This is an optimization exercise on Yosys and OpenROAD, whose aim is small area, a short achievable clock period and few clock cycles, not a production implementation.
The RTL was checked by simulation tests, not by an equivalence proof against the original design.
In every run shown here, the design's own scripts or RTL, not TritonCTS, make the clock network.
The clock port is modelled as an ideal driver, which makes a skipped or thinned clock tree look cheaper than it is; a real chip needs a root buffer or a tree.
Power figures rest on the tool's default switching activity, not on a simulated workload.

## flow/flow/run.sh

```bash
#!/bin/bash
# Own layout flow: the standard flow (standard.sh, standard synthesis
# included) with a few extra ORFS settings read from flow/knobs.txt, one
# VAR=value per line. Each tool's full output stays in the ORFS logs under
# orfs/logs; make's own output goes to make_finish.log here.
set -euo pipefail
W=$(pwd)
knobs=()
if [[ -f flow/knobs.txt ]]; then
  while IFS= read -r line; do
    [[ -z "$line" || "$line" == \#* ]] && continue
    knobs+=("${line//@FLOW@/$W/flow}")
  done < flow/knobs.txt
fi
bash standard.sh "${knobs[@]}" finish > make_finish.log 2>&1
```

## flow/flow/knobs.txt

```
PRE_CTS_TCL=@FLOW@/mcts.tcl
MCTS_CELL=sky130_fd_sc_hd__clkbuf_16
BUFFER_PORTS_ARGS=-buffer_cell sky130_fd_sc_hd__buf_1
```

## flow/flow/mcts.tcl

```tcl
# One-level clock tree in place of TritonCTS's two-level H-tree: the clock port
# drives MCTS_N buffers, each driving the flip-flops of one region of the core.
# Sourced as the PRE_CTS hook of cts.tcl; clock_tree_synthesis then becomes a
# no-op and cts.tcl goes on as usual (legalisation, timing repair).
set mcts_n 4
set mcts_cell sky130_fd_sc_hd__clkbuf_8
if {[info exists ::env(MCTS_N)]} { set mcts_n $::env(MCTS_N) }
if {[info exists ::env(MCTS_CELL)]} { set mcts_cell $::env(MCTS_CELL) }

set block [ord::get_db_block]
set db [ord::get_db]
set clk_net [[$block findBTerm clk] getNet]
set master [$db findMaster $mcts_cell]

set sinks {}
foreach it [$clk_net getITerms] {
  set bb [[$it getInst] getBBox]
  lappend sinks [list $it [expr {([$bb xMin] + [$bb xMax]) / 2}] [expr {([$bb yMin] + [$bb yMax]) / 2}]]
}
puts "mcts: [llength $sinks] clock sinks, $mcts_n buffers of $mcts_cell"

# split a list of sinks into n groups, cutting alternately across x and y
proc mcts_split {sinks n axis} {
  if {$n <= 1} { return [list $sinks] }
  set idx [expr {$axis == 0 ? 1 : 2}]
  set sorted [lsort -integer -index $idx $sinks]
  set n1 [expr {$n / 2}]
  set cut [expr {[llength $sorted] * $n1 / $n}]
  set a [lrange $sorted 0 [expr {$cut - 1}]]
  set b [lrange $sorted $cut end]
  return [concat [mcts_split $a $n1 [expr {1 - $axis}]] [mcts_split $b [expr {$n - $n1}] [expr {1 - $axis}]]]
}

set core [$block getCoreArea]
set w [expr {[$core xMax] - [$core xMin]}]
set h [expr {[$core yMax] - [$core yMin]}]
set g 0
foreach grp [mcts_split $sinks $mcts_n [expr {$w >= $h ? 0 : 1}]] {
  set sx 0; set sy 0
  foreach s $grp { incr sx [lindex $s 1]; incr sy [lindex $s 2] }
  set cx [expr {$sx / [llength $grp]}]
  set cy [expr {$sy / [llength $grp]}]
  set inst [odb::dbInst_create $block $master "mcts_buf_$g"]
  set net [odb::dbNet_create $block "mcts_clk_$g"]
  $net setSigType CLOCK
  [$inst findITerm A] connect $clk_net
  [$inst findITerm X] connect $net
  foreach s $grp {
    set it [lindex $s 0]
    $it disconnect
    $it connect $net
  }
  $inst setLocation [expr {$cx - [$master getWidth] / 2}] [expr {$cy - [$master getHeight] / 2}]
  $inst setPlacementStatus PLACED
  puts "mcts: buffer $g drives [llength $grp] sinks at ([expr {$cx / 1000.0}], [expr {$cy / 1000.0}])"
  incr g
}
global_connect
set_propagated_clock [all_clocks]

proc clock_tree_synthesis {args} {
  puts "mcts: clock tree built by mcts.tcl; clock_tree_synthesis $args skipped"
}
```

## flow/standard.sh

```bash
#!/bin/bash
# synth_recipe.tcl (not shown) runs the flow's synth.tcl, then flattens the netlist and writes it again
# the make line also repeats each setting of config.mk as NAME=value (left out here)
make -C /OpenROAD-flow-scripts/flow DESIGN_CONFIG=/design/flow/config.mk WORK_HOME=/design/flow/orfs CLKGATE_MAP_FILE= SYNTH_SCRIPT=/design/flow/synth_recipe.tcl "${@:-finish}"
```

## flow/config.mk

```make
export PLATFORM = sky130hd
export DESIGN_NAME = fifo_conv_top
export DESIGN_NICKNAME = fifo_conv_top
export VERILOG_FILES = /design/flow/design.v
export SDC_FILE = /design/flow/constraint.sdc
export NUM_CORES = 4
export LEC_CHECK = 0
export CAP_MARGIN = 20
export CORE_MARGIN = 2
export CORE_UTILIZATION = 75
export PLACE_DENSITY = 0.85
export SETUP_SLACK_MARGIN = 3.08
export SLEW_MARGIN = 20
```

## flow/constraint.sdc

```tcl
create_clock -name core_clock -period 5.0 [get_ports {clk}]
set_input_delay 1.0000 -clock core_clock [delete_from_list [all_inputs] [get_ports {clk}]]
set_output_delay 1.0000 -clock core_clock [all_outputs]
set_load 0.01 [all_outputs]
```

## flow/design.v

```verilog
module fifo_conv_top(
input clk,
input rst,
input data_valid,
input [7:0] data_i,
output wire idle,
output wire done,
output wire [15:0] data_o,
output wire conv_done
);
assign idle = 1'b1;
reg [7:0] x;           
reg acc;               
reg [7:0] h0, h1;      
reg [2:0] col;         
reg [2:0] row;         
reg signed [10:0] pq;
reg emit;
reg signed [8:0] q0, q1, q2, q3, q4, q5;
reg signed [10:0] out_r;
reg vld_r, done_r;
wire signed [8:0] d = {1'b0, x} + {1'b1, h0} + 9'd1;    
wire last_col = col[2] & ~col[0];
wire row_full = row[2] & ~row[1];
wire upd = acc && col[1];    
always @(posedge clk) begin
  x <= data_i;
  acc <= data_valid;     
  pq <= q0 + (q3 <<< 1);
  out_r <= pq + q5;
  if (acc) begin
    h1 <= ~x;
    h0 <= h1;
  end
  if (upd) begin
    q0 <= q1; q1 <= q2; q2 <= q3; q3 <= q4; q4 <= q5; q5 <= d;
  end
  if (rst) begin
    col <= 3'd0;
    row <= 3'd0;
    emit <= 1'b0;
    vld_r <= 1'b0;
    done_r <= 1'b0;
  end else begin
    emit <= upd && (row[2] || row[1]);
    vld_r <= emit;
    done_r <= row_full;
    if (acc) begin
      col <= {col[1] & col[0], col[0], ~col[2]};
      if (last_col && !row_full) row <= {row[1], row[0], ~row[2]};
    end
  end
end
assign data_o = {{5{out_r[10]}}, out_r};
assign conv_done = vld_r;
assign done = done_r;
endmodule
```

==> summary.txt, run 1 <==
Outcome
The run finished with no timing, DRC or antenna violations.

Synthesis
Of the total synthesized cell area, the portion taken by XOR and XNOR cells is 0.0455. Synthesis instantiated 39 different standard cells from the library. The main combinational cell family by area after synthesis is adder cells. Of the total synthesized cell area, the portion taken by AND, OR, NAND and NOR gates is 0.0665. Of the synthesized area, sequential elements account for 0.685. In this run, synthesis inferred 70 flip-flops with an integrated enable.

In the synthesized netlist, the number of instances is 296. The synthesized area is 4240 um2. Of the post-synthesis cell area, the part taken by muxes is 0.00473. For this run, the number of Yosys warnings is 1. In the synthesized netlist the dominant register cell turns out to be sky130_fd_sc_hd__edfxtp_1. Counting flops with an async set or reset pin after synthesis yields a share of 0.

The area fraction in compound gates after synthesis is 0.0721. When the netlist entered floorplanning its net count stood at 337. The adder-cell share of the synthesized area is 0.0939.

After synthesis the netlist holds a flip-flop and latch count of 110. The average instance area after synthesis is 14.3 um2.

GRT
For this run, the total global-route usage over all layers was measured as 0.211. The initial antenna violation count is 0. The maximum number of pins on one net before global-route repair is 56. The first global-routing pass estimated 10.3 mm of wire. The via count of the first global-routing pass came to 2,247. The total congestion overflow after global routing is 0.

STA
The measured slew at the worst slew-check pin is between 0.7 and 0.8 ns. In the finished design, the share of the clock period the worst path needs comes to 0.378. The number of setup violations in the final report is 0.

The post-route clock skew is 0.00769 ns. The final-layout setup total negative slack is 0 ns. Setup repair after global routing could not meet its margin everywhere.

The worst-case setup margin in the final layout is 3.11 ns. Based on the critical path, the design can be clocked at up to 0.528 GHz. The number of pins with negative max-slew slack in the final report is 0. The final hold violation count is 0. The worst pin sits at a relative slew slack of 0.524.

The time the final worst path needs with I/O delays and setup is around 1.9 ns.

Detailed routing
The count of nets left with antenna violations once routing finished came out at 0. The average wire per standard cell is 16.1 um. In the routed design, unresolved DRC markers number 0. The total via count after detailed routing is 2,288.

Summed over all layers, the routed wires come to between 6 and 7 mm. The average via count per standard cell is 5.72. The number of design-rule violations left by the first detailed-router iteration is 158. The iteration count of the initial detailed-routing pass is 4.

Layout
The core utilization of the finished layout is 0.837. The final standard cell area without fillers is 4580 um2. The area added between synthesis and finish is 8.12%. The fill cell instance count of the final layout is 274. The count of non-filler cells in the finished layout is 400. In the final layout, the share of cells above drive strength 1 is 0.0854.

The repair_antennas step left the layout with diodes totalling 0. The post-layout net count is 371.

Placed design
Port buffering added 28 buffers. The total placed cells including tap cells is 390. In this run the cell area measured after placement is 4390 um2.

The final weighted congestion of routability-driven global placement is 0.870. The HPWL after detailed placement is 4.43 mm. At the placement stage, the worst setup path has a slack of ~3 ns.

Job
The total of max-cap violations is 0.

Pwr
The power density over the cells is 337 nW/um2. The static leakage power is 1.72 nW. Across the VDD grid, the largest voltage drop is roughly 0.34 mV.

Die
The floorplan step defined a die boundary enclosing approximately 6300 um2. The initialized floorplan defines 27 standard-cell rows. The starting density of the core is 0.774. The area of the core region is 5470 um2. In this run the count of I/O pins placed on the die edge is 30. The die height is a little under 80 um. The die boundary width is 79.1 um.

Critical path
The worst setup path is launched from a flop. In this run the worst path has a maximum fanout of 2. The biggest cell delay along the critical path is 0.37 ns.

The cell class contributing the biggest share of worst-path delay is adder cells. The critical path is of the reg2reg type. In this run the critical register-to-register path is launched from h0[0].

For the worst flop-to-flop path, the logic depth is 9. At the worst endpoint, the arrival time is 1.81 ns. The endpoint identified for the worst register-to-register timing path is q5[6]. The required time of the worst setup path is roughly 4.9 ns.

For this design, the slowest cell found on the critical path is sky130_fd_sc_hd__edfxtp_1. The number of buffers and inverters on the critical path is 2. The critical path goes through inv_1 > ha_2 > inv_2 > fa_2 > a21o_1 > a21oi_2 > o21ai_2 > nor2_1 > xnor2_1. The type of element capturing the critical path is a flop. The setup slack on the worst flop-to-flop path is 3.11 ns.

Min path
The sink of the worst hold path is q3[6]. The critical hold path startpoint is q4[6]. The number of cells on the worst hold path is 0. The min-delay analysis places its worst path in the category reg2reg.

CTS
The clock-pin slew on the worst setup and hold paths is 0.09 ns. At the later pin of the worst-skew pair, clock insertion delay measures 0.16 ns. The number of hold buffers added after CTS was 0.
## cell usage in the layout (no fill, tap or decap), types with 6 or more instances in the layout
cell and instances:
sky130_fd_sc_hd__xor2_1 6, sky130_fd_sc_hd__nor2_1 22, sky130_fd_sc_hd__buf_4 7, sky130_fd_sc_hd__edfxtp_1 70, sky130_fd_sc_hd__dfxtp_1 40, sky130_fd_sc_hd__ha_1 24, sky130_fd_sc_hd__a21oi_1 12, sky130_fd_sc_hd__xnor2_1 15
sky130_fd_sc_hd__nand2_1 10, sky130_fd_sc_hd__buf_1 28, sky130_fd_sc_hd__inv_1 21
## power by group
group / switching (mW) / internal, mW
combinational: 0.0919 / 0.0704
clock: 0.200 / 0.147
sequential: 0.0196 / 1.01
total: 0.312 / 1.23
## per-stage QoR
step | hold slack [ns] | power [mW]
after floorplan | 0.323 | 1.17
after global placement | 0.401 | 1.19
after detailed placement | 0.380 | 1.20
after CTS | 0.425 | 1.54
after global routing | 0.429 | 1.60
final | 0.422 | 1.54
## synth_stat cells, types with 2 or more instances
cell | number | share of area
sky130_fd_sc_hd__nand2b_1 | 2 | 0.0030
sky130_fd_sc_hd__a21o_1 | 3 | 0.0053
sky130_fd_sc_hd__inv_1 | 22 | 0.019
sky130_fd_sc_hd__mux2i_1 | 2 | 0.0047
sky130_fd_sc_hd__nor3_1 | 4 | 0.0047
sky130_fd_sc_hd__nand3_1 | 4 | 0.0047
sky130_fd_sc_hd__a21oi_1 | 14 | 0.017
sky130_fd_sc_hd__xnor2_1 | 16 | 0.033
sky130_fd_sc_hd__dfxtp_1 | 40 | 0.19
sky130_fd_sc_hd__o21ai_0 | 4 | 0.0047
sky130_fd_sc_hd__and3_1 | 2 | 0.0030
sky130_fd_sc_hd__and2_1 | 3 | 0.0044
sky130_fd_sc_hd__nor2_1 | 22 | 0.019
sky130_fd_sc_hd__o2111ai_1 | 3 | 0.0062
sky130_fd_sc_hd__nand2_1 | 10 | 0.0089
sky130_fd_sc_hd__fa_1 | 3 | 0.014
sky130_fd_sc_hd__edfxtp_1 | 70 | 0.50
sky130_fd_sc_hd__buf_4 | 6 | 0.011
sky130_fd_sc_hd__o21ai_1 | 4 | 0.0047
sky130_fd_sc_hd__xor2_1 | 6 | 0.012
sky130_fd_sc_hd__o21a_1 | 3 | 0.0053
sky130_fd_sc_hd__a31oi_1 | 3 | 0.0044
sky130_fd_sc_hd__ha_1 | 27 | 0.080
sky130_fd_sc_hd__or2_1 | 3 | 0.0044
sky130_fd_sc_hd__or3_1 | 2 | 0.0030
sky130_fd_sc_hd__nor2b_1 | 5 | 0.0074
## how the worst max path moves through the flow
stage | start | to | slack [ns] | cells past startpoint
floorplan | h0[0] | q5[6] | 3.13 | 9
global placement | h0[0] | q5[6] | 3.04 | 9
detailed placement | h0[0] | q5[6] | 2.99 | 9
CTS | h0[0] | q5[8] | 3.08 | 8
global route | h0[0] | q5[6] | 3.03 | 9
finish | h0[0] | q5[6] | 3.11 | 9
## metal layers
layer	routed length [um]	vias to the layer above	global-route usage	share of wire
li1	-	1112	-	-
met4	70	0	0.0190	0.011
met3	260	9	0.0205	0.040
met1	2650	1103	0.261	0.41
met5	0	-	0	0
met2	3460	64	0.414	0.54
## cell families (layout without fill, tap and decap cells)
logic type,after synthesis,after routing
AOI/OAI and AO/OA,43,43
and+or+nand+nor,59,59
DFF,110,110
muxes,2,2
other,1,1
xor gates and xnor gates,22,22
adders and majority gates,30,30
buffers and inverters,29,61
## state kept, by name, indices dropped and copies added, names as in the netlist, 3 cells and up
name / cells
h0: 8
q0: 9
q3: 9
col: 3
row: 3
out_r: 11
x: 8
q2: 9
pq: 11
q5: 9
q4: 9
h1: 8
q1: 9
## area by class of cell
type / instances / area, um2 / share of cell area
flip-flops and latches: 110 / 2900 / 0.634
multi-input cells: 157 / 1250 / 0.272
repair buffers: 35 / 158 / 0.0344
plain buffers: 4 / 100 / 0.0219
well taps: 72 / 90.1 / 0.0197
inverters: 22 / 82.6 / 0.0180
## what timing repair did
item | 4_1_cts | 5_1_grt
gates resized for setup | 4 | 9
gates cloned | 0 | 0
pin swaps | 2 | 7
endpoints found under the setup margin | 4 | 7
buffers inserted | 1 | 5
Testbench counts, summed over its fixed seeds: cycles 1,624.
==> inputs of run 2 (changes only) <==
--- a/flow/config.mk
+++ b/flow/config.mk
@@ -9,5 +9,5 @@
 export CORE_MARGIN = 2
 export CORE_UTILIZATION = 75
 export PLACE_DENSITY = 0.85
-export SETUP_SLACK_MARGIN = 3.08
+export SETUP_SLACK_MARGIN = 3.0
 export SLEW_MARGIN = 20
==> run 2 against run 1 <==
First-iteration DRC count is 5.1% lower. Global-route usage shrank 0.055 points. Die area unchanged. Design area fell by 1.2%. Area after synthesis stayed put. Critical path type unchanged. Critical endpoint unchanged. Largest power group unchanged. Highest routed layer unchanged.
==> summary.txt, run 2 <==
Critical path
The startpoint identified for the worst register-to-register timing path is h0[0]. The most numerous cell on the critical path is sky130_fd_sc_hd__inv_1. The worst setup path is captured at a flop. The capture point of the worst reg-to-reg path is q5[6].

The nature of the critical path startpoint is a flop. The kind of cell with the highest combined delay along the critical path is adder cells. The slowest library cell on the worst path is sky130_fd_sc_hd__edfxtp_1. The number of cells on the worst reg-to-reg path is 9. The peak fanout along the critical path is 2.

The buffer and inverter count on the worst path is 2. The cell count along the critical path is 9. The setup slack on the worst flop-to-flop path is just over 3 ns.

The critical path arrival is 1.85 ns. The required time of the worst setup path is 4.92 ns. The critical path is of the reg2reg type. In this design, the stage delay of the slowest critical-path cell is 0.37 ns. Traced cell by cell, the critical path runs through inv_1 > ha_1 > inv_1 > fa_2 > a21o_1 > a21oi_2 > o21ai_1 > nor2_1 > xnor2_1.

STA
The highest achievable clock rate is 0.518 GHz. The final hold violation count came to 0. Dividing the final minimum period by the clock period gives 0.386. Setup repair after global routing could not meet its margin everywhere. The final-layout setup total negative slack is 0 ns.

The worst pin sits at a relative slew slack of 0.523. The number of pins with negative max-slew slack in the final report is 0. Setup violations remaining at the end of the flow were counted as 0.

The time the final worst path needs with I/O delays and setup is 1.93 ns. The worst hold slack after final layout is 0.420 ns. The post-route clock skew is 0.00829 ns.

For the pin with the worst max-slew slack, the measured transition is 0.715 ns.

Min path
The sink of the worst hold path is q3[6]. The worst hold path was traced through 0 stages. In this run the worst hold path is classified as reg2reg. The critical hold path startpoint is q4[6].

Pwr
Across the VDD grid, the largest voltage drop is ~0.34 mV. The analysis attributes to cell leakage a power of 1.70 nW. Power comes to 1.53 mW. The power density over the cells is around 340 nW/um2.

GRT
The via count of the first global-routing pass is 2,235. The initial antenna violation count came to 0. The first global-routing pass estimated around 10 mm of wire.

The total congestion overflow after global routing is 0. Across every metal layer, demand over resource in global routing totals 0.210. In the global route stage, met1 resource usage came out at 0.261. The met2 track demand over resource is 0.413. The maximum number of pins on one net before global-route repair is 56.

The met3 track demand over resource is 0.0205. The most crowded layer after global routing is met2.

Synthesis
The prevailing post-synth register cell is sky130_fd_sc_hd__edfxtp_1. The cell count after synthesis came out at 296. For this run, the number of Yosys warnings is 1. In this run the cell area of the synthesized design comes to 4240 um2.

The area share of the largest cell type after synthesis is 0.496. The number of flops mapped to enable cells by yosys is 70. The count of cell types in the netlist is 39. Sorting the synthesized cells by area gives the leading types as sky130_fd_sc_hd__edfxtp_1 (50%), sky130_fd_sc_hd__dfxtp_1 (19%), sky130_fd_sc_hd__ha_1 (8.0%). By count the netlist is led by sky130_fd_sc_hd__edfxtp_1 (70), sky130_fd_sc_hd__dfxtp_1 (40), sky130_fd_sc_hd__ha_1 (27).

Counting flops and latches in the post-synthesis netlist gives 110. The post-synthesis cell type with the largest combined area is sky130_fd_sc_hd__edfxtp_1. After synthesis, the mean cell area works out to 14.3 um2. For this run, asynchronously set or reset flops after synthesis account for 0. The sequential element share of the synthesized area is 0.685. The most instantiated library cell after synthesis is sky130_fd_sc_hd__edfxtp_1. The number of nets in the synthesized netlist is 337.

Layout
The area growth from synthesis to layout is 6.82%. Measured on the finished design, the core utilization comes to 0.827. In the final layout, the registers with the most flip-flops are out_r (11), pq (11). After the last flow step, the layout net total stands at 366. In the layout the commonest cells are sky130_fd_sc_hd__edfxtp_1 (70), sky130_fd_sc_hd__dfxtp_1 (40), sky130_fd_sc_hd__buf_1 (28), sky130_fd_sc_hd__ha_1 (26). Leaving out fill and tap cells, the most frequent cell in the layout is sky130_fd_sc_hd__edfxtp_1. The fraction of layout instances using a drive strength above 1 is 0.0495. The number of antenna repair diodes is 0.

Die
For this design the top-level I/O count stands at 30. The die height is 79.1 um. The total number of placement rows is 27.

The starting density of the core is 0.774. The area of the core region is 5470 um2. The floorplan step defined a die boundary enclosing 6260 um2.

The die boundary width is roughly 80 um.

Detailed routing
The average via count per standard cell is 5.69. The first routing iteration left 150 violations. The final layout contains routed wiring with a total length of 6.34 mm.

In the routed design, unresolved DRC markers number 0. Before antenna repair, the detailed router went through 4 iterations. The detail route stage leaves a number of antenna-violating nets equal to 0. The total via count after detailed routing is 2,246.

Dividing the detail-routed wire length by the instance count gives 16.1 um.

Placed design
The final weighted congestion of routability-driven global placement is 0.870. Buffers placed on the I/O ports in this run total 28. The sum of net half-perimeters after detailed placement is between 4 and 5 mm.

CTS
The clock latency on the worst-skew pair is 0.16 ns. Clock-pin slew was measured on the worst setup and hold paths at about 0.1 ns.

Job
The tool flagged a number of max-cap violations equal to 0.

Outcome
The flow ran to the end and the layout has no timing, DRC or antenna violations.
[run 2: through the flow]
step | setup slack [ns] | cells | cell area, um2
finish | 3.07 | 395 | 4520
global route | 2.97 | 395 | 4520
CTS | 3.04 | 394 | 4500
detailed placement | 2.99 | 390 | 4390
global placement | 3.04 | 390 | 4390
floorplan | 3.13 | 296 | 4240
[run 2: worst max-delay path by stage]
stage / from / endpoint
6_report: h0[0] / q5[6]
5_1_grt: q3[0] / pq[9]
4_1_cts: h0[0] / q5[6]
3_5_place_dp: h0[0] / q5[6]
3_3_place_gp: h0[0] / q5[6]
2_1_floorplan: h0[0] / q5[6]
[run 2: final cells by class]
cell class / count / area, um2
flip-flops and latches: 110 / 2900
multi-input cells: 157 / 1230
fillers: 274 / 948
repair buffers: 30 / 120
plain buffers: 4 / 100
well taps: 72 / 90.1
inverters: 22 / 82.6
[run 2: worst register-to-register path, stage by stage (launching register included)]
cell,delay [ns]
sky130_fd_sc_hd__edfxtp_1,0.37
sky130_fd_sc_hd__inv_1,0.06
sky130_fd_sc_hd__ha_1,0.15
sky130_fd_sc_hd__inv_1,0.06
sky130_fd_sc_hd__fa_2,0.35
sky130_fd_sc_hd__a21o_1,0.20
sky130_fd_sc_hd__a21oi_2,0.16
sky130_fd_sc_hd__o21ai_1,0.12
sky130_fd_sc_hd__nor2_1,0.14
sky130_fd_sc_hd__xnor2_1,0.08
[run 2: repair_timing]
| action | in CTS | in global routing |
|---|---|---|
| endpoints found under the setup margin | 3 | 6 |
| pin swaps | 0 | 4 |
| buffers inserted | 0 | 1 |
| hold buffers | 0 | 0 |
| gates resized for setup | 2 | 4 |
| endpoints found under the hold margin | 0 | 0 |
[run 2: report_power, final]
group	internal, mW	switching (mW)	total, mW	leakage [nW]
registers	1.01	0.0192	1.03	0.981
logic	0.0664	0.0900	0.156	0.673
clock network	0.147	0.198	0.345	0.0493
[run 2: logic make-up (layout without fill, tap and decap cells)]
group                      count (synthesis)  in the layout  share of synthesized area
AOI/OAI and AO/OA                         43             43                     0.0721
xor gates and xnor gates                  22             22                     0.0455
adders and majority gates                 30             30                     0.0939
buffers and inverters                     29             56                     0.0310
DFF                                      110            110                      0.685
muxes                                      2              2                    0.00473
other                                      1              1                   0.000885
and+or+nand+nor                           59             59                     0.0665
[run 2: metal layers]
layer / part of all wire / vias up
met5: 0 / -
met3: 0.044 / 5
met2: 0.54 / 67
met4: 0.0090 / 0
li1: - / 1100
met1: 0.41 / 1074
==> inputs of run 3 (changes only) <==
--- a/flow/config.mk
+++ b/flow/config.mk
@@ -7,7 +7,7 @@
 export LEC_CHECK = 0
 export CAP_MARGIN = 20
 export CORE_MARGIN = 2
-export CORE_UTILIZATION = 75
+export CORE_UTILIZATION = 72
 export PLACE_DENSITY = 0.85
-export SETUP_SLACK_MARGIN = 3.0
+export SETUP_SLACK_MARGIN = 3.1
 export SLEW_MARGIN = 20
==> run 3 against run 2 <==
Worst hold slack lost 0.071 ns. Sequential share of layout area shrank 0.90 points. Critical path type unchanged. First-iteration DRC count shrank 17%. Power grew 0.52%. Register-to-register slack gained 0.03 ns. Critical endpoint is now q5[8]. Global-route usage shrank 0.77 points. Die area grew 4.0%. Final cell count grew 1.0%. Design area grew 1.5%.
==> summary.txt, run 3 <==
Layout
The final standard cell area without fillers is 4590 um2. The core utilization of the finished layout is 0.819. The area added between synthesis and finish is 8.39%. The library cell used most frequently in the layout, excluding fill and tap cells, is sky130_fd_sc_hd__edfxtp_1. The post-layout net count is 370. The largest registers in the layout are out_r (11), pq (11).

In the final layout, the share of cells above drive strength 1 is 0.0917. The count of non-filler cells in the finished layout is 399. The number of antenna diodes in the final layout is 0.

The top cell types in the final layout, fill and taps aside, are sky130_fd_sc_hd__edfxtp_1 (70), sky130_fd_sc_hd__dfxtp_1 (39), sky130_fd_sc_hd__buf_1 (28), sky130_fd_sc_hd__ha_1 (24), sky130_fd_sc_hd__nor2_1 (21).

Placed design
At the end of routability-driven placement, the weighted congestion stood at approximately 0.88. In this run the cell area measured after placement is 4380 um2. The total placed cells including tap cells is 389. The sum of net half-perimeters after detailed placement is approximately 4.2 mm. The worst slack at placement is 2.92 ns. The count of input and output buffers is 28.

GRT
The global-route wire length before repair is 10.1 mm. The maximum number of pins on one net before global-route repair is 29. The total congestion overflow after global routing is 0. The via count of the first global-routing pass is 2,201. The initial antenna violation count is 0.

For this run, the total global-route usage over all layers was measured as 0.203.

Critical path
At the worst endpoint, the arrival time is around 1.9 ns. Walking the worst path, the cells encountered are inv_2 > ha_4 > inv_2 > fa_2 > a21o_1 > a21oi_2 > o21ai_2 > o41ai_1. In this design, the largest share of critical-path delay is due to compound AO/OA/AOI/OAI gates.

In this design, the critical path's most frequently occurring cell is sky130_fd_sc_hd__inv_2. The startpoint-to-endpoint class of the critical path is reg2reg. The nature of the critical path startpoint is a flop. The largest individual stage delay along the critical path comes from the cell sky130_fd_sc_hd__edfxtp_1. The buffer and inverter count on the worst path is 2. The required time of the worst setup path is 4.96 ns. The biggest cell delay along the critical path is around 0.40 ns. The worst setup path is captured at a flop. Of all nets on the critical path, the largest fanout is 2.

Detailed routing
Routed signal wires occupy layers up through met4. The final routed wirelength across all metal layers is 6.43 mm. The total length of routed met3 wires is about 270 um. The routed layout has between 2,000 and 2,500 vias.

The number of nets with antenna violations after routing is 0. The average wire per standard cell is 16.1 um. The number of design-rule violations left by the first detailed-router iteration is 124. After detailed routing, the number of remaining DRC violations is 0.

The iteration count of the initial detailed-routing pass is 4. The routed length on met2 is 3.18 mm. The wire length on met1 is 2.78 mm. The average via count per standard cell is 5.71.

Outcome
The flow ran to the end and the layout has no timing, DRC or antenna violations.

Synthesis
The most used flip-flop cell after synthesis is sky130_fd_sc_hd__edfxtp_1. The gate count after technology mapping is 296. Counting distinct cell types in the post-synthesis netlist gives 39. The synthesized net count is 337.

Of the post-synthesis cell area, the dominant cell type holds 0.496. The most instantiated library cell after synthesis is sky130_fd_sc_hd__edfxtp_1. Each instance of the synthesized netlist takes up on average between 10 and 15 um2. For this run, the register share of the synthesized area comes to 0.685.

The synthesized area is 4240 um2. Summed over all instances, the cell type with the most area after synthesis is sky130_fd_sc_hd__edfxtp_1. The synthesized design contains 70 enable-type register cells.

For this run, the number of Yosys warnings is 1. By count the netlist is led by sky130_fd_sc_hd__edfxtp_1 (70), sky130_fd_sc_hd__dfxtp_1 (40), sky130_fd_sc_hd__ha_1 (27). Counting flops and latches in the post-synthesis netlist gives 110. After synthesis, the share of flip-flops with an asynchronous set or reset is 0. By area the synthesized netlist is led by sky130_fd_sc_hd__edfxtp_1 (50%), sky130_fd_sc_hd__dfxtp_1 (19%), sky130_fd_sc_hd__ha_1 (8.0%).

STA
In the post-route analysis, the smallest setup slack over all paths is 3.10 ns. The final hold violation count is 0. Setup violations remaining at the end of the flow were counted as 0.

Subtracting the final worst setup slack from the clock period gives approximately 1.9 ns. For the pin with the worst max-slew slack, the measured transition is 0.633 ns. The post-route clock skew is 0.00833 ns.

The remaining max-slew budget at the tightest pin is 0.578. The worst hold slack after final layout is roughly 0.35 ns. Setup repair after global routing could not meet its margin everywhere. Timing would allow up to between 0.5 and 0.6 GHz.

The number of pins with negative max-slew slack in the final report is 0. The final-layout setup total negative slack is 0 ns. The final period utilization is 0.380.

Die
The die footprint is about 6500 um2. The die height is about 81 um. The core region is 5610 um2.

The total number of placement rows is 27. For this design the top-level I/O count stands at 30. The starting density of the core is 0.755. From left edge to right edge, the die measures roughly 81 um.

Pwr
The worst-case IR drop observed on VDD is 0.331 mV. Of the total power, the share spent switching nets is 0.203. The fraction of power consumed by combinational cells is 0.103. Summed over all cells, the static leakage comes to about 1.7 nW. The power density over the cells is ~340 nW/um2. Of the total power, registers draw 0.670.

Summed over all nets, the switching power comes to about 310 uW. The share of total power dissipated in the clock network is 0.227. The design draws 1.54 mW. Internal power comes to approximately 1.2 mW.

Job
The total of max-cap violations is 0.

CTS
For the worst-skew pair, the clock arrives at the later sink with an insertion delay of 0.16 ns. The clock-pin slew on the worst setup and hold paths is roughly 0.1 ns. The hold buffer count at CTS is 0.

Min path
The path class of the tightest hold or removal check is reg2reg.
[run 3: cell counts after synthesis]
No cell type changed its count.
[run 3: final timing paths]
path,start,end,slack (ns),depth (start not counted)
worst min-delay path,q0[0],pq[0],0.35,0
worst max-delay path,h0[0],q5[8],3.10,8
worst min register to register,q0[0],pq[0],0.35,0
worst max register to register,h0[0],q5[8],3.10,8
[run 3: kinds of logic after synthesis]
family	after synthesis	share of synthesized area
flip-flops	110	0.685
AND/OR/NAND/NOR	59	0.0665
AO/OA/AOI/OAI	43	0.0721
adder cells (fa/ha/maj)	30	0.0939
buffers and inverters	29	0.0310
XOR/XNOR	22	0.0455
multiplexers	2	0.00473
other	1	0.000885
[run 3: cell type report]
class / instances / area (um2)
sequential: 110 / 2900
fill: 308 / 1020
timing repair buffer: 33 / 143
tap: 72 / 90.1
multi-input combinational: 158 / 1270
inverter: 22 / 82.6
buffer: 4 / 100
[run 3: routing by layer]
metal | GRT usage | vias up
li1 | - | 1105
met1 | 0.275 | 1096
met2 | 0.356 | 59
met3 | 0.0169 | 18
met4 | 0.0542 | 0
met5 | 0 | -
[run 3: timing repair]
action                                  in CTS  in global routing
pin swaps                                    4                 14
gates cloned                                 1                  0
resized for setup                            5                 13
setup buffers                                1                  4
endpoints found under the setup margin      57                  8
[run 3: power by group through the flow]
| stage | registers (mW) | clock network, mW | logic (mW) |
|---|---|---|---|
| floorplan | 1.06 | 0 | 0.112 |
| global placement | 1.05 | 0 | 0.143 |
| detailed placement | 1.05 | 0 | 0.149 |
| CTS | 1.03 | 0.351 | 0.154 |
| global route | 1.04 | 0.374 | 0.177 |
| finish | 1.03 | 0.350 | 0.159 |
[run 3: worst register-to-register path, cell delays in order, from the launching register on]
cell and delay (ns):
sky130_fd_sc_hd__edfxtp_1 0.40, sky130_fd_sc_hd__inv_2 0.08, sky130_fd_sc_hd__ha_4 0.13, sky130_fd_sc_hd__inv_2 0.04, sky130_fd_sc_hd__fa_2 0.36, sky130_fd_sc_hd__a21o_1 0.18, sky130_fd_sc_hd__a21oi_2 0.18, sky130_fd_sc_hd__o21ai_2 0.09
sky130_fd_sc_hd__o41ai_1 0.26
==> inputs of run 4 (changes only) <==
--- a/flow/config.mk
+++ b/flow/config.mk
@@ -7,7 +7,7 @@
 export LEC_CHECK = 0
 export CAP_MARGIN = 20
 export CORE_MARGIN = 2
-export CORE_UTILIZATION = 72
-export PLACE_DENSITY = 0.85
+export CORE_UTILIZATION = 78
+export PLACE_DENSITY = 0.88
 export SETUP_SLACK_MARGIN = 3.1
 export SLEW_MARGIN = 20
==> run 4 against run 3 <==
Critical path depth shrank 1. Largest power group unchanged. Clock power is essentially flat. Sequential power is essentially flat. Power grew 0.63%. Wire length grew 17%. First-iteration DRC count grew 130%. Die area shrank 7.3%. Critical path type unchanged. Combinational power grew 3%.
==> summary.txt, run 4 <==
Outcome
The run finished with no timing, DRC or antenna violations.

Critical path
The buffer and inverter count on the worst path is 1. In this run the worst path has a maximum fanout of 3. In this run the register-to-register setup slack is 3.10 ns. The slowest library cell on the worst path is sky130_fd_sc_hd__edfxtp_1. The worst setup path is captured at a flop. The nature of the critical path startpoint is a flop.

The cell class contributing the biggest share of worst-path delay is adder cells. Walking the worst path, the cells encountered are ha_4 > inv_1 > fa_2 > nor2b_2 > o2111ai_1 > a31oi_1 > xor2_1. The startpoint-to-endpoint class of the critical path is reg2reg. The required time of the worst setup path is a little over 5 ns. For the worst flop-to-flop path, the logic depth is 7.

Counting buffers and inverters, the worst setup path is 7 cells deep. Data arrives at the worst endpoint at 1.98 ns. For this run, the slowest stage of the critical path takes 0.42 ns.

Die
The count of boundary I/O pins is 30. Measured along the y axis, the die boundary spans 77.7 um. The die is 77.7 um wide. The floorplan has 26 rows. The die footprint is 6030 um2.

The total area inside the core boundary comes to approximately 5200 um2. The starting density of the core is 0.819.

GRT
For this run the aggregate overflow at the end of global routing stands at 0. The global routing stage identified its most utilized layer as met2. For this run, global-route usage on met1 was measured as 0.303.

The overall global routing resource usage is 0.228. The maximum number of pins on one net before global-route repair is 56. The initial antenna violation count is 0. The via count of the first global-routing pass is 2,347. The global-route wire length before repair is 11.0 mm. For this run, global-route usage on met3 was measured as 0.0140. The met2 track demand over resource is 0.422.

Detailed routing
For this run, design rule violations remaining after detail routing come to 0. The number of design-rule violations left by the first detailed-router iteration is 284. Once detail routing completed, the nets flagged for antenna violations numbered 0. The average via count per standard cell is ~6.0.

The average wire per standard cell is roughly 19 um. The total via count after detailed routing is 2,385. For this run, the detailed router's first-pass iteration total came to 5. Wires add up to about 7.5 mm.

Layout
The most common cell after layout, fill and taps aside is sky130_fd_sc_hd__edfxtp_1. The number of antenna diodes in the final layout is 0. In the final layout, the registers with the most flip-flops are out_r (11), pq (11). The area added between synthesis and finish is 8.04%. Of the cells placed in the final design, the portion with a size suffix greater than 1 is 0.0828. For this run, the post-layout net count is 369. Leaving out fill and tap cells, the most frequent cells in the layout are sky130_fd_sc_hd__edfxtp_1 (70), sky130_fd_sc_hd__dfxtp_1 (39), sky130_fd_sc_hd__buf_1 (28), sky130_fd_sc_hd__ha_1 (24), sky130_fd_sc_hd__inv_1 (22).

STA
The number of pins with negative max-slew slack in the final report is 0. The number of setup violations in the final report is 0. The post-route clock skew is between 0.007 and 0.008 ns.

The time the final worst path needs with I/O delays and setup is 1.90 ns. The final period utilization is 0.379. Setup slack closes at between 3 and 4 ns. The highest achievable clock rate is 0.527 GHz.

The final hold violation count is 0. Setup repair after global routing could not meet its margin everywhere. Headroom to the max-slew limit came out at 0.570. After routing, the total negative slack on setup checks comes to 0 ns.

The measured slew at the worst slew-check pin is 0.645 ns.

CTS
The clock latency on the worst-skew pair is 0.16 ns. After clock tree synthesis, the clock-pin slew on the worst setup and hold paths is around 0.10 ns. The hold buffer count at CTS is 0.

Placed design
The final weighted congestion of routability-driven global placement is 0.834. The count of input and output buffers is 28. At the placement stage, the worst setup path has a slack of 2.93 ns. Detailed placement finished with a half-perimeter wire length of between 4 and 5 mm.

Synthesis
The post-synthesis cell type with the largest combined area is sky130_fd_sc_hd__edfxtp_1. The synthesized design contains 110 register bits. By count the netlist is led by sky130_fd_sc_hd__edfxtp_1 (70), sky130_fd_sc_hd__dfxtp_1 (40), sky130_fd_sc_hd__ha_1 (27).

The synthesized net count is 337. For this run, the register share of the synthesized area comes to 0.685. In this run the mean area of a mapped cell was 14.3 um2. Sorting the synthesized cells by area gives the leading types as sky130_fd_sc_hd__edfxtp_1 (50%), sky130_fd_sc_hd__dfxtp_1 (19%), sky130_fd_sc_hd__ha_1 (8.0%).

After technology mapping, the gate count stands at roughly 300. In the post-synthesis netlist, the cell with the most instances is sky130_fd_sc_hd__edfxtp_1. For this run, the number of Yosys warnings is 1. The share of flip-flops with an asynchronous set or reset after synthesis is 0. The number of flops mapped to enable cells by yosys is 70. The synthesized area is 4240 um2.

The share of synthesized area in the top cell type comes to 0.496. The count of cell types in the netlist is 39. The prevailing post-synth register cell is sky130_fd_sc_hd__edfxtp_1.

Pwr
The static leakage power is between 1.5 and 2 nW. The maximum ir drop on the vdd rail is 0.362 mV. Dividing total power by cell area gives a power density of between 300 and 400 nW/um2.

Job
The total of max-cap violations is 0.

Min path
The type of the most critical hold path is reg2reg. The number of cells on the worst hold path is 0.
-- run 4: cells by family after synthesis --
logic type / share of synthesized area
xor gates and xnor gates: 0.0455
buffers and inverters: 0.0310
and+or+nand+nor: 0.0665
AOI/OAI and AO/OA: 0.0721
DFF: 0.685
muxes: 0.00473
other: 0.000885
adders and majority gates: 0.0939
-- run 4: metal layers --
| metal | vias to the layer above | part of all wire | wire length, um |
|---|---|---|---|
| met5 | - | 0 | 0 |
| met2 | 99 | 0.54 | 4060 |
| met4 | 0 | 0.019 | 146 |
| met1 | 1167 | 0.39 | 2940 |
| li1 | 1101 | - | - |
| met3 | 18 | 0.052 | 393 |
-- run 4: report_power, final --
group / switching, mW / total, mW / internal [mW] / leakage (nW)
combinational: 0.0952 / 0.164 / 0.0692 / 0.686
clock: 0.203 / 0.350 / 0.147 / 0.0493
sequential: 0.0239 / 1.04 / 1.01 / 0.981
total: 0.322 / 1.55 / 1.23 / 1.72
-- run 4: cell type report --
| cell class | instances | area (um2) |
|---|---|---|
| sequential | 110 | 2900 |
| tap | 70 | 87.6 |
| buffer | 4 | 100 |
| multi-input combinational | 158 | 1270 |
| fill | 195 | 597 |
| timing repair buffer | 32 | 135 |
| inverter | 22 | 82.6 |
-- run 4: path summary, 6_finish.rpt --
path                            startpoint  endpoint
worst max-delay path                 q3[0]     pq[9]
worst min-delay path                 q0[0]     pq[0]
worst max register to register       q3[0]     pq[9]
worst min register to register       q0[0]     pq[0]
-- run 4: timing repair --
action                                  CTS  global route
resized for setup                         4            11
pin swaps                                 4             7
setup buffers                             1             3
cloned                                    0             1
endpoints found under the setup margin   58             9
-- run 4: stage by stage --
| stage | cell area, um2 | total power [mW] | std cells | util | hold WS, ns |
|---|---|---|---|---|---|
| floorplan | 4240 | 1.17 | 296 | - | 0.323 |
| global placement | 4380 | 1.19 | 387 | 0.847 | 0.326 |
| detailed placement | 4380 | 1.21 | 387 | 0.847 | 0.343 |
| CTS | 4500 | 1.54 | 392 | 0.870 | 0.364 |
| global route | 4580 | 1.60 | 396 | 0.885 | 0.366 |
| finish | 4580 | 1.55 | 396 | 0.885 | 0.361 |
==> inputs of run 5 (changes only) <==
==> flow/flow/knobs.txt (replaced) <==
PRE_CTS_TCL=@FLOW@/mcts.tcl
MCTS_CELL=sky130_fd_sc_hd__buf_12
BUFFER_PORTS_ARGS=-buffer_cell sky130_fd_sc_hd__buf_1
--- a/flow/config.mk
+++ b/flow/config.mk
@@ -7,7 +7,7 @@
 export LEC_CHECK = 0
 export CAP_MARGIN = 20
 export CORE_MARGIN = 2
-export CORE_UTILIZATION = 78
-export PLACE_DENSITY = 0.88
-export SETUP_SLACK_MARGIN = 3.1
+export CORE_UTILIZATION = 75
+export PLACE_DENSITY = 0.85
+export SETUP_SLACK_MARGIN = 3.05
 export SLEW_MARGIN = 20
==> run 5 against run 4 <==
Sequential cell count did not move. Global-route usage shrank 2.7 points. Power down 2.2%. Critical endpoint is now q5[6]. Utilization decreased by 5.7 points. Sequential share of layout area rose by 0.60 points. Clock power decreased by 6.6%. Register-to-register slack gained 0.03 ns. Still clean on timing, DRC and antenna.
==> summary.txt, run 5 <==
Outcome
The run finished with no timing, DRC or antenna violations.

Critical path
The slowest library cell on the worst path is sky130_fd_sc_hd__edfxtp_1. STA puts the critical path data arrival time at 1.76 ns. By instance count, the cell type seen most on the critical path is sky130_fd_sc_hd__inv_1. The startpoint of the worst setup timing path is h0[0].

The nature of the critical path startpoint is a flop. The worst register-to-register path begins at h0[0]. The type of element capturing the critical path is a flop.

Traced cell by cell, the critical path runs through inv_1 > ha_2 > inv_1 > fa_2 > a21o_1 > a21oi_2 > o21ai_2 > nor2_1 > xnor2_1. The buffer and inverter count on the worst path is 2. The peak fanout along the critical path is 2. The cell class contributing the biggest share of worst-path delay is adder cells. The biggest cell delay along the critical path is 0.37 ns. The startpoint-to-endpoint class of the critical path is reg2reg. For the worst setup path, the data required time is 4.89 ns.

STA
For the pin with the worst max-slew slack, the measured transition is 0.697 ns. Summed over all failing endpoints, the final setup total negative slack is 0 ns. Between clock sinks in the finished design, the worst skew comes to around 0.0045 ns.

The final hold violation count is 0. In the finished design, the share of the clock period the worst path needs comes to 0.373. The number of pins with negative max-slew slack in the final report is 0. In this run the tightest slew margin relative to its limit is 0.535. The worst hold slack after final layout is ~0.42 ns. The highest achievable clock rate is 0.536 GHz. The time the final worst path needs with I/O delays and setup is 1.87 ns. Setup violations remaining at the end of the flow were counted as 0. Setup repair after global routing could not meet its margin everywhere.

CTS
The clock-pin slew on the worst setup and hold paths is 0.10 ns. Hold repair after CTS inserted 0 buffers. The clock latency on the worst-skew pair is between 0.1 and 0.15 ns.

Layout
The multi-input logic area is 1240 um2. Summing all flip-flop and latch instances after layout gives just under 3000 um2. Leaving out fill and tap cells, the most frequent cell in the layout is sky130_fd_sc_hd__edfxtp_1. The post-layout net count is ~370. The repair_antennas step left the layout with diodes totalling 0.

In the layout the commonest cells are sky130_fd_sc_hd__edfxtp_1 (70), sky130_fd_sc_hd__dfxtp_1 (40), sky130_fd_sc_hd__buf_1 (28), sky130_fd_sc_hd__ha_1 (25), sky130_fd_sc_hd__inv_1 (22). The fill cell instance count of the final layout is 286. Of the cells placed in the final design, the portion with a size suffix greater than 1 is 0.0708. The largest registers in the layout are out_r (11), pq (11). The area added between synthesis and finish is 6.97%.

Die
The initial utilization of the core area, before any placement, comes to 0.774. The count of boundary I/O pins is 30. The region available for standard cell placement spans 5470 um2.

The total number of placement rows is 27. The die height is between 70 and 80 um. The die covers 6260 um2. The die boundary width is 79.1 um.

Synthesis
Averaged over all synthesized cells, the footprint is approximately 14 um2. The portion of synthesized area spent on multiplexers is 0.00473. The simple-gate portion of the synthesized area is 0.0665. Of the total synthesized cell area, the portion taken by XOR and XNOR cells is 0.0455. The area fraction in compound gates after synthesis came to 0.0721. The synthesized design contains 70 enable-type register cells.

The synthesized net count is ~340. The adder-cell share of the synthesized area is 0.0939. For this run, asynchronously set or reset flops after synthesis account for 0. After synthesis, the cell types taking the most area are sky130_fd_sc_hd__edfxtp_1 (50%), sky130_fd_sc_hd__dfxtp_1 (19%), sky130_fd_sc_hd__ha_1 (8.0%). For this run, the register share of the synthesized area comes to 0.685. The share of synthesized area in the top cell type comes to 0.496. For this run, the number of Yosys warnings is 1. The synthesized netlist occupies a cell area of roughly 4200 um2. Synthesis produced 296 cells. The flip-flop and latch count after synthesis is 110.

The main combinational cell family by area after synthesis is adder cells. The prevailing post-synth register cell is sky130_fd_sc_hd__edfxtp_1. The netlist uses 39 different library cells. The synthesized design spends more area on one cell type than any other, namely sky130_fd_sc_hd__edfxtp_1. By instance count, the leading cell after synthesis is sky130_fd_sc_hd__edfxtp_1. By count the netlist is led by sky130_fd_sc_hd__edfxtp_1 (70), sky130_fd_sc_hd__dfxtp_1 (40), sky130_fd_sc_hd__ha_1 (27).

Detailed routing
The number of design-rule violations left by the first detailed-router iteration is 135. The average wire per standard cell is 15.6 um. The total via count after detailed routing is 2,224. The final layout contains routed wiring with a total length of 6.20 mm. Using the TritonRoute via totals, the vias-per-cell ratio works out to 5.60. For this run, design rule violations remaining after detail routing come to 0.

The iteration count of the initial detailed-routing pass is 4. The detail route stage leaves a number of antenna-violating nets equal to 0.

GRT
The overall global routing resource usage is 0.201. Entering global routing, the biggest net connects 56 pins. The global-route wire length before repair is 9.91 mm. The total congestion overflow after global routing is 0. The initial antenna violation count was 0.

The via count of the first global-routing pass was 2,199.

Pwr
IR analysis of the VDD net gives a maximum drop of 0.331 mV. For this design the ratio of total power to cell area is 335 nW/um2. For this design the static power due to leakage is 1.70 nW.

Job
The total of max-cap violations is 0.

Placed design
Input and output buffers added on the ports amount to 28. At the end of routability-driven placement, the weighted congestion stood at 0.870. The sum of net half-perimeters after detailed placement is 4.43 mm.

Min path
The worst hold path begins at q0[0]. The min-delay analysis places its worst path in the category reg2reg.
[run 5: final cells by class]
class	instances	share of cell area
inverters	22	0.0182
well taps	72	0.0199
repair buffers	32	0.0298
flip-flops and latches	110	0.641
multi-input cells	157	0.274
plain buffers	4	0.0177
[run 5: worst paths after layout]
check	end	slack, ns	cells past startpoint
setup / recovery	q5[6]	3.13	9
hold / removal	pq[0]	0.42	0
setup reg to reg	q5[6]	3.13	9
hold reg to reg	pq[0]	0.42	0
[run 5: routing by layer]
metal  routed length [um]  vias up  GRT usage
li1                     -     1102          -
met1                 2560     1071      0.249
met2                 3310       42      0.393
met3                  241        9     0.0182
met4                   95        0     0.0241
met5                    0        -          0
[run 5: report_power, final]
group	switching, mW	leakage [nW]	internal (mW)
clock network	0.196	0.0376	0.130
registers	0.0194	0.981	1.01
logic	0.0899	0.681	0.0676
total	0.306	1.70	1.21
[run 5: kinds of logic (layout without fill, tap and decap cells)]
family | Yosys count | after routing
buf+inv | 29 | 58
compound gates | 43 | 43
simple gates | 59 | 59
xor+xnor | 22 | 22
mux | 2 | 2
flops | 110 | 110
other cells | 1 | 1
fa+ha+maj | 30 | 30
[run 5: per-stage QoR]
stage	util	area (um2)	power, mW	std cells	setup slack, ns
finish	0.828	4530	1.52	397	3.13
global route	0.828	4530	1.57	397	3.03
detailed placement	0.802	4390	1.20	390	2.99
CTS	0.818	4480	1.52	394	3.07
global placement	0.802	4390	1.19	390	3.04
floorplan	-	4240	1.17	296	3.13
[run 5: what timing repair did]
item,4_1_cts,5_1_grt
pin swaps,1,9
resized for setup,2,9
buffers inserted,0,3
endpoints found under the setup margin,2,7
cloned,0,0
hold endpoints to repair,0,0
==> inputs of run 6 (changes only) <==
--- a/flow/design.v
+++ b/flow/design.v
@@ -25,7 +25,6 @@
 wire upd = acc && col[1];    
 always @(posedge clk) begin
   x <= data_i;
-  acc <= data_valid;     
   pq <= q0 + (q3 <<< 1);
   out_r <= pq + q5;
   if (acc) begin
@@ -36,12 +35,14 @@
     q0 <= q1; q1 <= q2; q2 <= q3; q3 <= q4; q4 <= q5; q5 <= d;
   end
   if (rst) begin
+    acc <= 1'b0;
     col <= 3'd0;
     row <= 3'd0;
     emit <= 1'b0;
     vld_r <= 1'b0;
     done_r <= 1'b0;
   end else begin
+    acc <= data_valid;
     emit <= upd && (row[2] || row[1]);
     vld_r <= emit;
     done_r <= row_full;
--- a/flow/config.mk
+++ b/flow/config.mk
@@ -9,5 +9,5 @@
 export CORE_MARGIN = 2
 export CORE_UTILIZATION = 75
 export PLACE_DENSITY = 0.85
-export SETUP_SLACK_MARGIN = 3.05
+export SETUP_SLACK_MARGIN = 3.1
 export SLEW_MARGIN = 20
==> run 6 against run 5 <==
Critical path depth did not move. Area after synthesis rose by 0.15%. Combinational power fell by 55%. Via count rose by 1.6%. Worst hold slack improved by 0.0092 ns. Final cell count rose by 0.76%. Global-route usage rose by 0.42 points. Sequential share of layout area fell by 0.86 points. Design area rose by 1.4%. Sequential power fell by 4%. Maximum frequency rose by 0.26%. Largest cell class unchanged.
==> summary.txt, run 6 <==
STA
Setup repair after global routing could not meet its margin everywhere. The final-layout setup total negative slack is 0 ns. Derived from the worst setup path, the maximum achievable clock frequency is 0.537 GHz. For the pin with the worst max-slew slack, the measured transition is ~0.63 ns. In the finished design, the share of the clock period the worst path needs comes to 0.372. The clock period could shrink to 1.86 ns. The final hold violation count is 0. The number of setup violations in the final report is 0. The number of pins with negative max-slew slack in the final report is 0. The clock arrives with 0.00453 ns of skew.

Measured against its own limit, the worst slew margin works out to 0.581.

Critical path
The critical path arrival is 1.76 ns. The worst register-to-register path has a setup slack of around 3.1 ns. The worst setup path is captured at a flop. The number of cells on the worst reg-to-reg path is 9. The beginning of the worst register-to-register path is h0[0]. The required time of the worst setup path is 4.89 ns. The capture point of the worst reg-to-reg path is q5[6]. The nature of the critical path startpoint is a flop. The peak fanout along the critical path is 2. The startpoint-to-endpoint class of the critical path is reg2reg.

Placed design
The sum of net half-perimeters after detailed placement is 4.25 mm. Once placement completed, the tool counted placed cells totaling 390. In this run the cell area measured after placement is 4390 um2. The final weighted congestion of routability-driven global placement is around 0.84. Buffers placed on the I/O ports in this run total 28.

Synthesis
The share of flip-flops with an asynchronous set or reset after synthesis is 0. Summing every instance area after synthesis gives 4240 um2. For this run, the number of Yosys warnings is 1. In the synthesized netlist, the cells that appear most often are sky130_fd_sc_hd__edfxtp_1 (70), sky130_fd_sc_hd__dfxtp_1 (40), sky130_fd_sc_hd__ha_1 (27). The netlist uses 39 different library cells.

The post-synthesis cell type with the largest combined area is sky130_fd_sc_hd__edfxtp_1. By area the synthesized netlist is led by sky130_fd_sc_hd__edfxtp_1 (50%), sky130_fd_sc_hd__dfxtp_1 (19%), sky130_fd_sc_hd__ha_1 (8.0%). The average instance area after synthesis is 14.3 um2. The most instantiated library cell after synthesis is sky130_fd_sc_hd__edfxtp_1. The number of flops mapped to enable cells by yosys is 70. Synthesis produced a netlist with a net count of 338. In this run, synthesis produced a sequential element count of 110. Among all flip-flop cells after synthesis, the most frequent one is sky130_fd_sc_hd__edfxtp_1. The share of the Yosys chip area taken by registers is 0.684.

In the synthesized netlist, the number of instances is 297. The share of synthesized area in the top cell type comes to 0.496.

GRT
For this run, global-route usage on met1 was measured as 0.279. The global-route wire length before repair is 10.1 mm. In the global route stage, overall resource usage came out at 0.205. The initial antenna violation count is 0.

The via count of the first global-routing pass came to about 2,100. The met3 track demand over resource is 0.0159. The total congestion overflow after global routing is 0.

For this run, global-route usage on met2 was measured as 0.377. The most crowded layer after global routing is met2. Entering global routing, the biggest net connects 29 pins.

Outcome
The run finished with no timing, DRC or antenna violations.

Min path
The worst hold path passes through 0 cells. The type of the most critical hold path is reg2reg. The worst hold path terminates at h0[1].

In this run the most critical hold path is launched from h1[1].

Pwr
In this run the static leakage power is about 1.7 nW. Of the total power, the share spent switching nets is 0.180. The worst-case IR drop observed on VDD is 0.275 mV. For this design the total switching power over the nets is about 250 uW. The portion of total power attributed to the clock network is 0.237. Of the total power, combinational logic draws 0.051. The internal power of the cells is 1.14 mW. The completed layout was analyzed and its total power is about 1.4 mW. The power density over the cells is 304 nW/um2. Of the total power, registers draw 0.712.

Die
For this configuration, the core starts out at a cell density of 0.775. Pin placement for this block handled 30 I/O pins. After floorplanning, the core was divided into 27 placement rows. The die height is roughly 79 um.

The die footprint is 6270 um2. The area of the core region is 5470 um2. The floorplan step set the die width to 79.2 um.

Detailed routing
The final routed DRC violation total is 0. In the final routed layout, each cell accounts on average for 16.5 um. For this block, the via count after detailed routing is 2,260. The count of nets left with antenna violations once routing finished came out at 0. In this run, the number of DRC markers left after iteration 0 of detailed routing was 100.

Dividing the detail-routed via count by the number of cells gives 5.65. The final routed wirelength across all metal layers is 6.60 mm. The iteration count of the initial detailed-routing pass is 4.

Layout
Fill cells in the final layout number 283. The final standard cell area without fillers is approximately 4600 um2. The core utilization of the finished layout is 0.840. Leaving out filler cells and counting taps, the final layout contains 400.

Of the cells placed in the final design, the portion with a size suffix greater than 1 is 0.0945. The area added between synthesis and finish is 8.32%. The largest registers in the layout are out_r (11), pq (11). The repair_antennas step left the layout with diodes totalling 0. The library cells used most frequently in the layout, excluding fill and tap cells, are sky130_fd_sc_hd__edfxtp_1 (70), sky130_fd_sc_hd__dfxtp_1 (39), sky130_fd_sc_hd__buf_1 (28), sky130_fd_sc_hd__ha_1 (23).

The multi-input logic area is roughly 1300 um2. The library cell used most frequently in the layout, excluding fill and tap cells, is sky130_fd_sc_hd__edfxtp_1. The net count of the finished layout is 371. The area occupied by registers is 2900 um2.

CTS
The clock latency on the worst-skew pair is 0.13 ns. The hold buffer count at CTS is 0. Clock-pin slew was measured on the worst setup and hold paths at 0.10 ns.

Job
Across the run, the number of max-cap violations was 0.
## run 6: layout make-up
type | instances | area share
Multi-Input combinational cell | 159 | 0.282
Sequential cell | 110 | 0.632
Inverter | 22 | 0.0180
Buffer | 4 | 0.0174
Timing Repair Buffer | 33 | 0.0310
Tap cell | 72 | 0.0196
## run 6: cells by family after synthesis
| group | share of synthesized area |
|---|---|
| flip-flops | 0.684 |
| AND/OR/NAND/NOR | 0.0678 |
| AO/OA/AOI/OAI | 0.0720 |
| adder cells (fa/ha/maj) | 0.0938 |
| buffers and inverters | 0.0310 |
| XOR/XNOR | 0.0454 |
| multiplexers | 0.00472 |
| other | 0.000884 |
## run 6: worst max-delay path by stage
stage                        to  depth (start not counted)  slack (ns)  startpoint
after floorplan           q5[6]                          9        3.13       h0[0]
after global placement    q0[8]                          1        3.00         acc
after detailed placement  q1[7]                          1        2.93         acc
after CTS                 q5[6]                          9        3.11       h0[0]
after global routing      q5[6]                          9        3.03       h0[0]
final                     q5[6]                          9        3.14       h0[0]
## run 6: power by group through the flow
stage               Sequential [mW]  Combinational (mW)  Clock, mW
floorplan                      1.01              0.0485          0
global placement               1.01              0.0606          0
detailed placement             1.01              0.0635          0
CTS                           0.993              0.0665      0.333
global route                  0.996              0.0782      0.358
finish                        0.993              0.0712      0.331
## run 6: repair_timing
| action | CTS | global route |
|---|---|---|
| resized for setup | 4 | 14 |
| gates cloned | 1 | 0 |
| buffers inserted | 1 | 4 |
| endpoints found under the setup margin | 57 | 6 |
| pin swaps | 3 | 12 |
| hold endpoints to repair | 0 | 0 |
## run 6: metrics by stage
step	setup slack, ns	hold slack (ns)
after floorplan	3.13	0.323
after global placement	3.00	0.399
after detailed placement	2.93	0.405
after CTS	3.11	0.429
after global routing	3.03	0.439
final	3.14	0.428
## run 6: routing by layer
| layer | up-vias | wire (um) |
|---|---|---|
| li1 | 1111 | - |
| met2 | 46 | 3460 |
| met1 | 1096 | 2840 |
| met4 | 0 | 70 |
| met5 | - | 0 |
| met3 | 7 | 226 |
## run 6: worst max-delay path: stages (launching register included)
cell,delay (ns)
sky130_fd_sc_hd__edfxtp_1,0.37
sky130_fd_sc_hd__inv_1,0.07
sky130_fd_sc_hd__ha_2,0.17
sky130_fd_sc_hd__inv_1,0.06
sky130_fd_sc_hd__fa_2,0.34
sky130_fd_sc_hd__a21o_1,0.17
sky130_fd_sc_hd__a21oi_2,0.17
sky130_fd_sc_hd__o21ai_2,0.10
sky130_fd_sc_hd__nor2_2,0.10
sky130_fd_sc_hd__xnor2_1,0.07
Testbench counts of run 6, summed over its fixed seeds: cycles 1,624.
==> inputs of run 7 (changes only) <==
--- a/flow/config.mk
+++ b/flow/config.mk
@@ -9,5 +9,5 @@
 export CORE_MARGIN = 2
 export CORE_UTILIZATION = 75
 export PLACE_DENSITY = 0.85
-export SETUP_SLACK_MARGIN = 3.1
+export SETUP_SLACK_MARGIN = 3.0
 export SLEW_MARGIN = 20
==> run 7 against run 6 <==
Clock skew fell by 0.0011 ns. Worst hold slack hardly changed. Final cell count down 1.0%. Utilization shrank 1.6 points. Via count shrank 3.2%. Area after synthesis did not move. Wire length decreased by 4.5%. Critical endpoint is now q5[8].
==> summary.txt, run 7 <==
Outcome
The run finished with no timing, DRC or antenna violations.

CTS
The clock-pin slew on the worst setup and hold paths is roughly 0.10 ns. Buffers inserted to repair hold after CTS numbered 0. For the worst-skew pair, the clock arrives at the later sink with an insertion delay of 0.13 ns.

Detailed routing
The average wire per standard cell is 15.9 um. The number of nets with antenna violations after routing is 0. The average via count per standard cell is 5.53. After detailed routing, the total wire length is about 6.3 mm. The detailed router placed around 2,200 vias in this run.

The first detailed-routing pass ran for 4 iterations. For this run, design rule violations remaining after detail routing come to 0. The number of design-rule violations left by the first detailed-router iteration is 86.

STA
The measured slew at the worst slew-check pin is 0.630 ns. The final hold violation count is 0. The worst-case setup margin in the final layout is roughly 3.1 ns. Setup violations remaining at the end of the flow were counted as 0.

The remaining max-slew budget at the tightest pin is 0.580. The time the final worst path needs with I/O delays and setup is around 1.9 ns. Dividing the final minimum period by the clock period gives 0.379. The number of pins with negative max-slew slack in the final report is 0. For the final routed database, the setup TNS stands at 0 ns. Setup repair after global routing left no endpoint under its margin. Between clock sinks in the finished design, the worst skew comes to 0.00340 ns.

The highest achievable clock rate is 0.527 GHz.

Synthesis
The number of nets in the synthesized netlist is 338. For this run, the register share of the synthesized area comes to 0.684. Sorting the synthesized cells by area gives the leading types as sky130_fd_sc_hd__edfxtp_1 (50%), sky130_fd_sc_hd__dfxtp_1 (19%), sky130_fd_sc_hd__ha_1 (8.0%).

The average instance area after synthesis is ~14 um2. The total number of yosys warnings is 1. The synthesized area is 4240 um2. The most instantiated library cell after synthesis is sky130_fd_sc_hd__edfxtp_1. The count of cell types in the netlist is 39.

Yosys mapped a number of flops with a built-in enable equal to 70. The biggest area contributor in the post-synthesis netlist is sky130_fd_sc_hd__edfxtp_1. The area share of the largest cell type after synthesis is 0.496. By count the netlist is led by sky130_fd_sc_hd__edfxtp_1 (70), sky130_fd_sc_hd__dfxtp_1 (40), sky130_fd_sc_hd__ha_1 (27). The flip-flop and latch count after synthesis is 110. Counting every instance in the synthesized netlist gives 297.

The share of flip-flops with an asynchronous set or reset after synthesis is 0. The prevailing post-synth register cell is sky130_fd_sc_hd__edfxtp_1.

Pwr
The switching portion of total power is 0.178. The internal power of the cells totals 1.14 mW. The share of total power dissipated in sequential elements is 0.715. For this design the total switching power over the nets is around 250 uW. The power density over the cells is ~310 nW/um2. The fraction of power consumed by combinational cells is 0.048. The static leakage power is 1.67 nW.

The portion of total power attributed to the clock network is 0.237. Across the VDD grid, the largest voltage drop is 0.273 mV. The final total power is 1.39 mW.

Layout
The largest registers in the layout are out_r (11), pq (11). Across the whole layout, storage elements account for 2900 um2. The count of non-filler cells in the finished layout is 396.

Summing all multi-input logic gate instances after layout gives 1240 um2. Counting the fill cells in the layout gives 300. For this run, the share of the core covered by cells in the final layout is 0.823.

In the layout the commonest cells are sky130_fd_sc_hd__edfxtp_1 (70), sky130_fd_sc_hd__dfxtp_1 (39), sky130_fd_sc_hd__buf_1 (28), sky130_fd_sc_hd__ha_1 (27), sky130_fd_sc_hd__inv_1 (22). Of the cells placed in the final design, the portion with a size suffix greater than 1 is 0.0494. The number of antenna repair diodes is 0. The area growth from synthesis to layout is 6.22%. At the end of the flow, the number of nets in the layout was around 370. The most common cell after layout, fill and taps aside is sky130_fd_sc_hd__edfxtp_1.

Die
The starting density of the core is 0.775. The die boundary width is 79.2 um. The die footprint is 6270 um2.

In this run the count of I/O pins placed on the die edge is 30. The area of the core region is 5470 um2. The floorplan has 27 rows. The die is 79.2 um tall.

Critical path
Counting both buffers and inverters, the worst setup path holds a total of 2. STA puts the critical path data required time at 4.94 ns. The peak fanout along the critical path is 2. The critical path arrival is ~1.8 ns. In this design, the stage delay of the slowest critical-path cell is 0.37 ns. STA classifies the critical path startpoint as a flop.

The critical path goes through inv_1 > ha_1 > inv_1 > fa_2 > a21o_1 > a21oi_2 > o21ai_2 > o41ai_1. In this design, the largest share of critical-path delay is due to compound AO/OA/AOI/OAI gates. STA classifies the critical path endpoint as a flop. The most numerous cell on the critical path is sky130_fd_sc_hd__inv_1.

The slowest library cell on the worst path is sky130_fd_sc_hd__edfxtp_1. The critical path in this run is classified as reg2reg.

Placed design
The wire-length estimate of the detail-placed layout is 4.25 mm. At the end of routability-driven placement, the weighted congestion stood at about 0.84. The count of input and output buffers is 28.

The total placed cells including tap cells is around 400. The worst slack at placement is 2.93 ns.

Job
The total of max-cap violations is 0.

GRT
The initial antenna violation count is 0. In the global route stage, overall resource usage came out at 0.204. The global-route wire length before repair is 10.0 mm. After global routing the overflow that remains totals 0. The via count of the first global-routing pass came to around 2,100. Entering global routing, the biggest net connects 29 pins.

Min path
The worst hold path belongs to the class reg2reg.
==> run 7: cell counts after synthesis <==
Identical to the previous run, type by type.
==> run 7: final cells by class <==
class,count,share of cell area
sequential,110,0.645
multi-input combinational,159,0.274
timing repair buffer,29,0.0250
tap,72,0.0200
inverter,22,0.0183
buffer,4,0.0178
==> run 7: path summary, 6_finish.rpt <==
check                           slack [ns]  cells past startpoint    end   from
worst max-delay path                  3.10                      8  q5[8]  h0[0]
worst min-delay path                  0.43                      0  q1[4]  q2[4]
worst max register to register        3.10                      8  q5[8]  h0[0]
worst min register to register        0.43                      0  q1[4]  q2[4]
==> run 7: worst reg2reg max path, stage by stage, from the launching register on <==
cell	delay [ns]
sky130_fd_sc_hd__edfxtp_1	0.37
sky130_fd_sc_hd__inv_1	0.06
sky130_fd_sc_hd__ha_1	0.15
sky130_fd_sc_hd__inv_1	0.07
sky130_fd_sc_hd__fa_2	0.34
sky130_fd_sc_hd__a21o_1	0.19
sky130_fd_sc_hd__a21oi_2	0.16
sky130_fd_sc_hd__o21ai_2	0.10
sky130_fd_sc_hd__o41ai_1	0.25
==> run 7: kinds of logic after synthesis <==
family | Yosys count | synth area share
other | 1 | 0.000884
flip-flops | 110 | 0.684
XOR/XNOR | 22 | 0.0454
AO/OA/AOI/OAI | 43 | 0.0720
buffers and inverters | 29 | 0.0310
adder cells (fa/ha/maj) | 30 | 0.0938
multiplexers | 2 | 0.00472
AND/OR/NAND/NOR | 60 | 0.0678
==> run 7: timing repair <==
item                       in CTS  in global routing
gates resized for setup         2                  4
setup endpoints to repair      57                  3
pin swaps                       1                  2
buffers inserted                0                  1
cloned                          1                  0
==> run 7: through the flow <==
step,instance area [um2],hold WS (ns)
after CTS,4480,0.429
after detailed placement,4390,0.405
after floorplan,4240,0.323
after global routing,4510,0.439
final,4510,0.428
after global placement,4390,0.399
==> run 7: power by group through the flow <==
stage / Combinational (mW) / Clock, mW / Sequential (mW)
finish: 0.0669 / 0.330 / 0.993
global route: 0.0742 / 0.358 / 0.995
CTS: 0.0648 / 0.333 / 0.993
detailed placement: 0.0635 / 0 / 1.01
global placement: 0.0606 / 0 / 1.01
floorplan: 0.0485 / 0 / 1.01
==> run 7: metal layers <==
| layer | global-route usage | part of all wire |
|---|---|---|
| met5 | 0 | 0 |
| met4 | 0.0241 | 0.011 |
| met3 | 0.0159 | 0.030 |
| met2 | 0.377 | 0.52 |
| met1 | 0.274 | 0.44 |

-- afterwards: timing with drivers on the ports --
The results above use ideal ports. As a check the final layouts listed here were re-extracted and re-timed, cells and wires unchanged.
Step 1: set_driving_cell puts a clkbuf_16 on clk and a buf_2 on each other input, an assumption about the parent block.
Step 2 moves the port delays by t, midway between the first and last clock arrival at a register: inputs arrive t later, outputs are due t later. That takes back most of the time a late clock gives input paths.
Three values: ideal, step 1, step 2; two values: the first two.
| run | t (ns) | setup WS [ns] | worst setup path at the end | worst register clock-pin slew, ns | pins driven straight from the clock port |
|---|---|---|---|---|---|
| run 1 | 0.232 | 3.108 / 3.108 / 3.108 | register to register | 0.10 / 0.10 | 4 |
| run 2 | 0.232 | 3.069 / 3.069 / 3.069 | register to register | 0.10 / 0.10 | 4 |
| run 3 | 0.231 | 3.098 / 3.098 / 3.098 | register to register | 0.10 / 0.10 | 4 |
| run 4 | 0.230 | 3.103 / 3.103 / 3.103 | register to register | 0.10 / 0.10 | 4 |
| run 5 | 0.213 | 3.133 / 3.133 / 3.133 | register to register | 0.10 / 0.10 | 4 |
| run 6 | 0.215 | 3.138 / 3.138 / 3.138 | register to register | 0.10 / 0.10 | 4 |
| run 7 | 0.214 | 3.104 / 3.104 / 3.104 | register to register | 0.10 / 0.10 | 4 |
After both steps setup and hold are still met in every run listed.
